Context: an optimization exercise on an open-source flow, tuned for small area and a short achievable clock period. The choices shown serve that exercise and are no tape-out recipe. Function was checked by simulation only, so behaviour that the tests miss may differ from the original.

==> build 53 <==
==> flow/design.v (excerpt) <==
module DCT_one_dimensional
(
    input   wire                    sys_clk         ,
    input   wire                    sys_rst_n       ,
    input   wire                    start           ,
    input   wire            [95:0]  DCT_data_in     ,
    output  wire    signed  [11:0]  DCT_data_o_z0   ,
    output  wire    signed  [11:0]  DCT_data_o_z1   ,
    output  wire    signed  [11:0]  DCT_data_o_z2   ,
    output  wire    signed  [11:0]  DCT_data_o_z3   ,
    output  wire    signed  [11:0]  DCT_data_o_z4   ,
    output  wire    signed  [11:0]  DCT_data_o_z5   ,
    output  wire    signed  [11:0]  DCT_data_o_z6   ,
    output  wire    signed  [11:0]  DCT_data_o_z7   ,
    output  wire                    data_en
);
==> flow/config.mk <==
export PLATFORM = sky130hd
export DESIGN_NAME = DCT_one_dimensional
export DESIGN_NICKNAME = DCT_one_dimensional
export VERILOG_FILES = /design/flow/design.v
export SDC_FILE = /design/flow/constraint.sdc
export NUM_CORES = 4
export LEC_CHECK = 0
export ABC_AREA = 1
export CAP_MARGIN = 20
export CORE_MARGIN = 2
export CORE_UTILIZATION = 40
export SETUP_SLACK_MARGIN = 2.6
export SLEW_MARGIN = 20
==> flow/constraint.sdc <==
create_clock -name core_clock -period 5.0 [get_ports {sys_clk}]
set_input_delay 1.0000 -clock core_clock [delete_from_list [all_inputs] [get_ports {sys_clk}]]
set_output_delay 1.0000 -clock core_clock [all_outputs]
set_load 0.01 [all_outputs]
standard.sh (not shown) runs the stock make flow with config.mk's settings and CLKGATE_MAP_FILE= SYNTH_SCRIPT=/design/flow/synth_recipe.tcl, a recipe that flattens the netlist after the stock synthesis.
==> flow/flow/run.sh <==
#!/bin/bash
# The standard layout, with the I/O port buffers made from plain buffers
# (sky130_fd_sc_hd__buf_2) instead of the delay-cell buffers buffer_ports
# picks by default. Every port still gets its buffer.
set -euo pipefail
export BUFFER_PORTS_ARGS="-buffer_cell sky130_fd_sc_hd__buf_2"
bash standard.sh > standard.log 2>&1
==> inputs of trial 82, as changes to build 53 <==
==> flow/flow/run.sh (replaced) <==
#!/bin/bash
# The standard layout, with the I/O port buffers made from plain buffers
# (sky130_fd_sc_hd__buf_1) instead of the delay-cell buffers buffer_ports
# picks by default. Every port still gets its buffer.
set -euo pipefail
export BUFFER_PORTS_ARGS="-buffer_cell sky130_fd_sc_hd__buf_1"
bash standard.sh > standard.log 2>&1
--- a/flow/config.mk
+++ b/flow/config.mk
@@ -11,3 +11,6 @@
 export CORE_UTILIZATION = 40
-export SETUP_SLACK_MARGIN = 2.6
+export CTS_BUF_LIST = sky130_fd_sc_hd__clkbuf_8 sky130_fd_sc_hd__clkbuf_16
+export CTS_CLUSTER_DIAMETER = 100
+export CTS_CLUSTER_SIZE = 25
+export SETUP_SLACK_MARGIN = 2.45
 export SLEW_MARGIN = 20
==> run notes <==
| quantity | trial 82 | build 53 |
|---|---|---|
| Run status | complete, no violations | complete, no violations |
| Instance area after placement | 23500 um^2 | 23800 um^2 |
| Final RePlAce weighted congestion | 0.996 | 1.04 |
| Number of nets in the finished design | 3657 | 3690 |
| Vias per Instance | 4.84 | 4.84 |
| Worst Hold Margin | 0.351 ns | 0.244 ns |
| Multi-input gate share of total cell area | 50.4% | 48.8% |
| Layout-stage area growth over the synthesis result | 9.52% | 17.7% |
| Maximum single-stage delay on the critical path | 0.40 ns | 0.38 ns |
| Wire length on met1 | 28800 um | 29300 um |
| Post-layout instance count excluding filler cells | 4119 | 4178 |
| Combined global-route utilization of all metal layers | 20.1% | 20.5% |
| Arrival time of data at the critical path endpoint | 2.98 ns | 2.88 ns |
| Transition time of the tightest slew-check pin | 0.875 ns | 0.938 ns |
| Number of design-rule violations left by the first detailed-router iteration | 1419 | 1469 |
| Sequential share of cell area | 32.8% | 30.6% |
| Place WS | 2.07 ns | 2.06 ns |
| Critical Path Stages | 12 | 11 |
| Layout cells sized above 1 | 5.74% | 15.8% |
| Critical path fanouts, max | 4 | 5 |

* * *

==> inputs of run P <==
Another version of the RTL of DCT_one_dimensional (not shown whole).
export LEC_CHECK = 0
export ABC_AREA = 1
export CAP_MARGIN = 20
export CORE_MARGIN = 2
export CORE_UTILIZATION = 40
export CTS_BUF_LIST = sky130_fd_sc_hd__clkbuf_8 sky130_fd_sc_hd__clkbuf_16
export CTS_CLUSTER_DIAMETER = 100
export CTS_CLUSTER_SIZE = 25
export SETUP_SLACK_MARGIN = 2.7
export SLEW_MARGIN = 20
create_clock -name core_clock -period 5.0 [get_ports {sys_clk}]
==> flow/flow/run.sh <==
#!/bin/bash
# The standard layout, with the I/O port buffers made from plain buffers
# (sky130_fd_sc_hd__buf_1) instead of the delay-cell buffers buffer_ports
# picks by default. Every port still gets its buffer.
set -euo pipefail
export BUFFER_PORTS_ARGS="-buffer_cell sky130_fd_sc_hd__buf_1"
bash standard.sh > standard.log 2>&1
==> run E: changes against run P <==
--- a/flow/design.v
+++ b/flow/design.v
@@ -39,17 +39,16 @@
 assign  rb[ 7] = pc_p[2] | pc_p[4] | pc_n[1] | pc_n[3];
 assign  rb[ 8] = pc[1] | pc_p[4] | pc_n[2];
 assign  rb[ 9] = pc_p[2] | pc_n[0] | pc_n[1] | pc_n[3];
 assign  rb[10] = pc[3] | pc_p[4] | pc_n[2];
 assign  rb[11] = pc_n[0] | pc_n[1] | pc_n[2] | pc_n[3];
-wire    [13:0]  vn  = {{2{ra[11]}}, ra} + {rb[11], rb, 1'b0};
 reg     [13:0]  v   ;
 reg     [11:0]  acc ;
 reg     [1:0]   low ;
 wire    [13:0]  sum = {{2{acc[11]}}, acc} + v;
 always @(posedge sys_clk) begin
-    v   <= vn[13:0];
+    v   <= {{2{ra[11]}}, ra} + {rb[11], rb, 1'b0};
     acc <= sum[13:2] & {12{~clr}};
     low <= sum[1:0];
 end
 assign z = {acc[9:0], low};
 endmodule
@@ -86,17 +85,16 @@
 assign  rb[ 7] = last ? (h_hi[0] | h_hi[1] | h_hi[2] | h_hi[3] | h_hi[4] | h_hi[5] | h_hi[6] | h_hi[7] | h_hi[10] | h_hi[11]) : (h_hi[1] | h_hi[2] | h_hi[3] | h_hi[6] | h_hi[7] | h_hi[12]);
 assign  rb[ 8] = last ? (h_hi[4] | h_hi[5] | h_hi[6] | h_hi[7] | h_hi[8] | h_hi[9]) : (h_hi[1] | h_hi[2] | h_hi[3] | h_hi[4] | h_hi[5] | h_hi[12] | h_hi[13] | h_hi[14] | h_hi[15]);
 assign  rb[ 9] = last ? (h_hi[0] | h_hi[3] | h_hi[4] | h_hi[7] | h_hi[8] | h_hi[11] | h_hi[13] | h_hi[14]) : (h_hi[3] | h_hi[5] | h_hi[6] | h_hi[9] | h_hi[10] | h_hi[13] | h_hi[14]);
 assign  rb[10] = last ? (h_hi[1] | h_hi[2] | h_hi[3] | h_hi[5] | h_hi[6] | h_hi[7] | h_hi[9] | h_hi[10] | h_hi[11] | h_hi[12] | h_hi[13] | h_hi[14]) : (h_hi[7] | h_hi[11] | h_hi[15]);
 assign  rb[11] = last ? (h_hi[0] | h_hi[1] | h_hi[2] | h_hi[3] | h_hi[4] | h_hi[5] | h_hi[6] | h_hi[7] | h_hi[8] | h_hi[9] | h_hi[10] | h_hi[11] | h_hi[12] | h_hi[13] | h_hi[14]) : (1'b0);
-wire    [13:0]  vn  = {{2{ra[11]}}, ra} + {rb[11], rb, 1'b0};
-reg     [12:0]  v   ;
+reg     [13:0]  v   ;
 reg     [11:0]  acc ;
 reg     [1:0]   low ;
-wire    [13:0]  sum = {{2{acc[11]}}, acc} + {{1{v[12]}}, v};
+wire    [13:0]  sum = {{2{acc[11]}}, acc} + v;
 always @(posedge sys_clk) begin
-    v   <= vn[12:0];
+    v   <= {{2{ra[11]}}, ra} + {rb[11], rb, 1'b0};
     acc <= sum[13:2] & {12{~clr}};
     low <= sum[1:0];
 end
 assign z = {acc[9:0], low};
 endmodule
@@ -132,18 +130,17 @@
 assign  rb[ 7] = h_hi[1] | h_hi[2] | h_hi[3] | h_hi[7] | h_hi[10] | h_hi[11];
 assign  rb[ 8] = h_hi[1] | h_hi[4] | h_hi[5] | h_hi[7] | h_hi[12] | h_hi[13];
 assign  rb[ 9] = h_hi[3] | h_hi[4] | h_hi[8] | h_hi[10] | h_hi[13] | h_hi[14];
 assign  rb[10] = h_hi[4] | h_hi[8] | h_hi[10] | h_hi[12] | h_hi[13] | h_hi[14];
 assign  rb[11] = h_hi[4] | h_hi[8] | h_hi[10] | h_hi[12] | h_hi[13] | h_hi[14];
-wire    [13:0]  vn  = {{2{ra[11]}}, ra} + {rb[11], rb, 1'b0};
-reg     [11:0]  v   ;
-reg     [10:0]  acc ;
+reg     [13:0]  v   ;
+reg     [11:0]  acc ;
 reg     [1:0]   low ;
-wire    [12:0]  sum = {{2{acc[10]}}, acc} + {{1{v[11]}}, v};
+wire    [13:0]  sum = {{2{acc[11]}}, acc} + v;
 always @(posedge sys_clk) begin
-    v   <= vn[11:0];
-    acc <= sum[12:2] & {11{~clr}};
+    v   <= {{2{ra[11]}}, ra} + {rb[11], rb, 1'b0};
+    acc <= sum[13:2] & {12{~clr}};
     low <= sum[1:0];
 end
 assign z = {acc[9:0], low};
 endmodule
 module DA_z3
@@ -179,18 +176,17 @@
 assign  rb[ 7] = last ? (h_hi[0] | h_hi[4] | h_hi[5] | h_hi[8] | h_hi[11] | h_hi[12]) : (h_hi[1] | h_hi[2] | h_hi[5] | h_hi[6] | h_hi[8] | h_hi[9] | h_hi[10] | h_hi[12] | h_hi[13] | h_hi[14]);
 assign  rb[ 8] = last ? (h_hi[0] | h_hi[1] | h_hi[2] | h_hi[3] | h_hi[4] | h_hi[5] | h_hi[6] | h_hi[7] | h_hi[11]) : (h_hi[1] | h_hi[2] | h_hi[3] | h_hi[5] | h_hi[6] | h_hi[7]);
 assign  rb[ 9] = last ? (h_hi[1] | h_hi[3] | h_hi[4] | h_hi[6] | h_hi[9] | h_hi[12] | h_hi[14]) : (h_hi[2] | h_hi[4] | h_hi[5] | h_hi[7] | h_hi[8] | h_hi[10] | h_hi[13] | h_hi[15]);
 assign  rb[10] = last ? (h_hi[4] | h_hi[6] | h_hi[12] | h_hi[14]) : (h_hi[2] | h_hi[4] | h_hi[5] | h_hi[6] | h_hi[7] | h_hi[8] | h_hi[10] | h_hi[12] | h_hi[13] | h_hi[14] | h_hi[15]);
 assign  rb[11] = last ? (h_hi[4] | h_hi[6] | h_hi[12] | h_hi[14]) : (h_hi[2] | h_hi[4] | h_hi[5] | h_hi[6] | h_hi[7] | h_hi[8] | h_hi[10] | h_hi[12] | h_hi[13] | h_hi[14] | h_hi[15]);
-wire    [13:0]  vn  = {{2{ra[11]}}, ra} + {rb[11], rb, 1'b0};
-reg     [12:0]  v   ;
-reg     [10:0]  acc ;
+reg     [13:0]  v   ;
+reg     [11:0]  acc ;
 reg     [1:0]   low ;
-wire    [12:0]  sum = {{2{acc[10]}}, acc} + v;
+wire    [13:0]  sum = {{2{acc[11]}}, acc} + v;
 always @(posedge sys_clk) begin
-    v   <= vn[12:0];
-    acc <= sum[12:2] & {11{~clr}};
+    v   <= {{2{ra[11]}}, ra} + {rb[11], rb, 1'b0};
+    acc <= sum[13:2] & {12{~clr}};
     low <= sum[1:0];
 end
 assign z = {acc[9:0], low};
 endmodule
 module DA_z4
@@ -225,18 +221,17 @@
 assign  rb[ 7] = h_hi[2] | h_hi[4] | h_hi[7] | h_hi[9] | h_hi[14];
 assign  rb[ 8] = h_hi[1] | h_hi[6] | h_hi[8] | h_hi[11] | h_hi[13];
 assign  rb[ 9] = h_hi[2] | h_hi[4] | h_hi[7] | h_hi[9] | h_hi[14];
 assign  rb[10] = h_hi[2] | h_hi[4] | h_hi[6] | h_hi[7] | h_hi[14];
 assign  rb[11] = h_hi[2] | h_hi[4] | h_hi[6] | h_hi[7] | h_hi[14];
-wire    [13:0]  vn  = {{2{ra[11]}}, ra} + {rb[11], rb, 1'b0};
-reg     [12:0]  v   ;
-reg     [10:0]  acc ;
+reg     [13:0]  v   ;
+reg     [11:0]  acc ;
 reg     [1:0]   low ;
-wire    [12:0]  sum = {{2{acc[10]}}, acc} + v;
+wire    [13:0]  sum = {{2{acc[11]}}, acc} + v;
 always @(posedge sys_clk) begin
-    v   <= vn[12:0];
-    acc <= sum[12:2] & {11{~clr}};
+    v   <= {{2{ra[11]}}, ra} + {rb[11], rb, 1'b0};
+    acc <= sum[13:2] & {12{~clr}};
     low <= sum[1:0];
 end
 assign z = {acc[9:0], low};
 endmodule
 module DA_z5
@@ -272,18 +267,17 @@
 assign  rb[ 7] = last ? (h_hi[0] | h_hi[1] | h_hi[2] | h_hi[3] | h_hi[9] | h_hi[10] | h_hi[11] | h_hi[12] | h_hi[13] | h_hi[14]) : (h_hi[5] | h_hi[7] | h_hi[8] | h_hi[9] | h_hi[10] | h_hi[11]);
 assign  rb[ 8] = last ? (h_hi[1] | h_hi[3] | h_hi[4] | h_hi[6] | h_hi[9] | h_hi[11] | h_hi[13]) : (h_hi[1] | h_hi[3] | h_hi[5] | h_hi[7] | h_hi[8] | h_hi[10] | h_hi[13] | h_hi[15]);
 assign  rb[ 9] = last ? (h_hi[0] | h_hi[1] | h_hi[4] | h_hi[7] | h_hi[10] | h_hi[11] | h_hi[14]) : (h_hi[2] | h_hi[3] | h_hi[6] | h_hi[7] | h_hi[9] | h_hi[10] | h_hi[12] | h_hi[13]);
 assign  rb[10] = last ? (h_hi[0] | h_hi[1] | h_hi[2] | h_hi[3] | h_hi[4] | h_hi[6] | h_hi[7] | h_hi[10] | h_hi[11] | h_hi[14]) : (h_hi[2] | h_hi[3] | h_hi[6] | h_hi[7] | h_hi[10]);
 assign  rb[11] = last ? (h_hi[0] | h_hi[1] | h_hi[2] | h_hi[3] | h_hi[4] | h_hi[6] | h_hi[7] | h_hi[10] | h_hi[11] | h_hi[14]) : (h_hi[2] | h_hi[3] | h_hi[6] | h_hi[7] | h_hi[10]);
-wire    [13:0]  vn  = {{2{ra[11]}}, ra} + {rb[11], rb, 1'b0};
-reg     [12:0]  v   ;
-reg     [10:0]  acc ;
+reg     [13:0]  v   ;
+reg     [11:0]  acc ;
 reg     [1:0]   low ;
-wire    [12:0]  sum = {{2{acc[10]}}, acc} + v;
+wire    [13:0]  sum = {{2{acc[11]}}, acc} + v;
 always @(posedge sys_clk) begin
-    v   <= vn[12:0];
-    acc <= sum[12:2] & {11{~clr}};
+    v   <= {{2{ra[11]}}, ra} + {rb[11], rb, 1'b0};
+    acc <= sum[13:2] & {12{~clr}};
     low <= sum[1:0];
 end
 assign z = {acc[9:0], low};
 endmodule
 module DA_z6
@@ -318,18 +312,17 @@
 assign  rb[ 7] = h_hi[1] | h_hi[3] | h_hi[4] | h_hi[5] | h_hi[7] | h_hi[13];
 assign  rb[ 8] = h_hi[4] | h_hi[8] | h_hi[10] | h_hi[12] | h_hi[13] | h_hi[14];
 assign  rb[ 9] = h_hi[2] | h_hi[3] | h_hi[5] | h_hi[8] | h_hi[11] | h_hi[14];
 assign  rb[10] = h_hi[2] | h_hi[3] | h_hi[8] | h_hi[10] | h_hi[11] | h_hi[14];
 assign  rb[11] = h_hi[2] | h_hi[3] | h_hi[8] | h_hi[10] | h_hi[11] | h_hi[14];
-wire    [13:0]  vn  = {{2{ra[11]}}, ra} + {rb[11], rb, 1'b0};
-reg     [11:0]  v   ;
-reg     [10:0]  acc ;
+reg     [13:0]  v   ;
+reg     [11:0]  acc ;
 reg     [1:0]   low ;
-wire    [12:0]  sum = {{2{acc[10]}}, acc} + {{1{v[11]}}, v};
+wire    [13:0]  sum = {{2{acc[11]}}, acc} + v;
 always @(posedge sys_clk) begin
-    v   <= vn[11:0];
-    acc <= sum[12:2] & {11{~clr}};
+    v   <= {{2{ra[11]}}, ra} + {rb[11], rb, 1'b0};
+    acc <= sum[13:2] & {12{~clr}};
     low <= sum[1:0];
 end
 assign z = {acc[9:0], low};
 endmodule
 module DA_z7
@@ -365,18 +358,17 @@
 assign  rb[ 7] = last ? (h_hi[2] | h_hi[4] | h_hi[6] | h_hi[7] | h_hi[10] | h_hi[12] | h_hi[14]) : (h_hi[2] | h_hi[4] | h_hi[6] | h_hi[7] | h_hi[10] | h_hi[12] | h_hi[14] | h_hi[15]);
 assign  rb[ 8] = last ? (h_hi[0] | h_hi[1] | h_hi[2] | h_hi[5] | h_hi[6] | h_hi[7] | h_hi[8] | h_hi[9] | h_hi[10] | h_hi[13] | h_hi[14]) : (h_hi[3] | h_hi[4] | h_hi[11] | h_hi[12]);
 assign  rb[ 9] = last ? (h_hi[2] | h_hi[4] | h_hi[5] | h_hi[8] | h_hi[9] | h_hi[11] | h_hi[14]) : (h_hi[2] | h_hi[3] | h_hi[5] | h_hi[8] | h_hi[9] | h_hi[12] | h_hi[14] | h_hi[15]);
 assign  rb[10] = last ? (h_hi[2] | h_hi[8] | h_hi[9] | h_hi[10] | h_hi[11] | h_hi[14]) : (h_hi[2] | h_hi[3] | h_hi[8] | h_hi[9] | h_hi[10] | h_hi[11] | h_hi[12] | h_hi[14] | h_hi[15]);
 assign  rb[11] = last ? (h_hi[2] | h_hi[8] | h_hi[9] | h_hi[10] | h_hi[11] | h_hi[14]) : (h_hi[2] | h_hi[3] | h_hi[8] | h_hi[9] | h_hi[10] | h_hi[11] | h_hi[12] | h_hi[14] | h_hi[15]);
-wire    [13:0]  vn  = {{2{ra[11]}}, ra} + {rb[11], rb, 1'b0};
-reg     [12:0]  v   ;
-reg     [10:0]  acc ;
+reg     [13:0]  v   ;
+reg     [11:0]  acc ;
 reg     [1:0]   low ;
-wire    [12:0]  sum = {{2{acc[10]}}, acc} + v;
+wire    [13:0]  sum = {{2{acc[11]}}, acc} + v;
 always @(posedge sys_clk) begin
-    v   <= vn[12:0];
-    acc <= sum[12:2] & {11{~clr}};
+    v   <= {{2{ra[11]}}, ra} + {rb[11], rb, 1'b0};
+    acc <= sum[13:2] & {12{~clr}};
     low <= sum[1:0];
 end
 assign z = {acc[9:0], low};
 endmodule
 module DCT_one_dimensional
CORE_UTILIZATION = 70   (was 40)
SETUP_SLACK_MARGIN = 2.6   (was 2.7)
==> run notes <==
- In run E the die area is smaller than in run P, by about 40%.
- Run P finished with timing, DRC and antenna clean. Run E went through all stages and came out clean.
- Between run E and run P, the lower clock skew is in run E (gap 0.0056 ns).
- Of run P and run E, run E has the higher global-route usage (gap 16 points).
- Between run P and run E, the lower register-to-register slack is in run E (gap 0.09 ns).
- Between run P and run E, the lower flip-flop and latch count is in run P (gap 9).

## separate check: timing with driven ports
The flow's constraints put no driver on any port. The routed layouts listed below were extracted and timed again, unchanged, in two steps.
Step 1, drivers: a clkbuf_16 drives sys_clk and a buf_2 each remaining input, both assumed.
Step 2 also shifts input and output timing later by t, the mid clock arrival at the registers, as if the neighbouring blocks saw the same clock.
Slacks: ideal ports / drivers / drivers and shift; pairs: ideal ports / drivers.
run	shift t [ns]	setup WS [ns]	pins driven straight from the clock port
build 53	0.653	2.587 / 2.587 / 2.587	1
trial 82	0.623	2.501 / 2.501 / 2.501	1
run P	0.611	2.644 / 2.644 / 2.644	1
run E	0.594	2.551 / 2.551 / 2.551	1
After both steps every run listed still meets setup and hold.
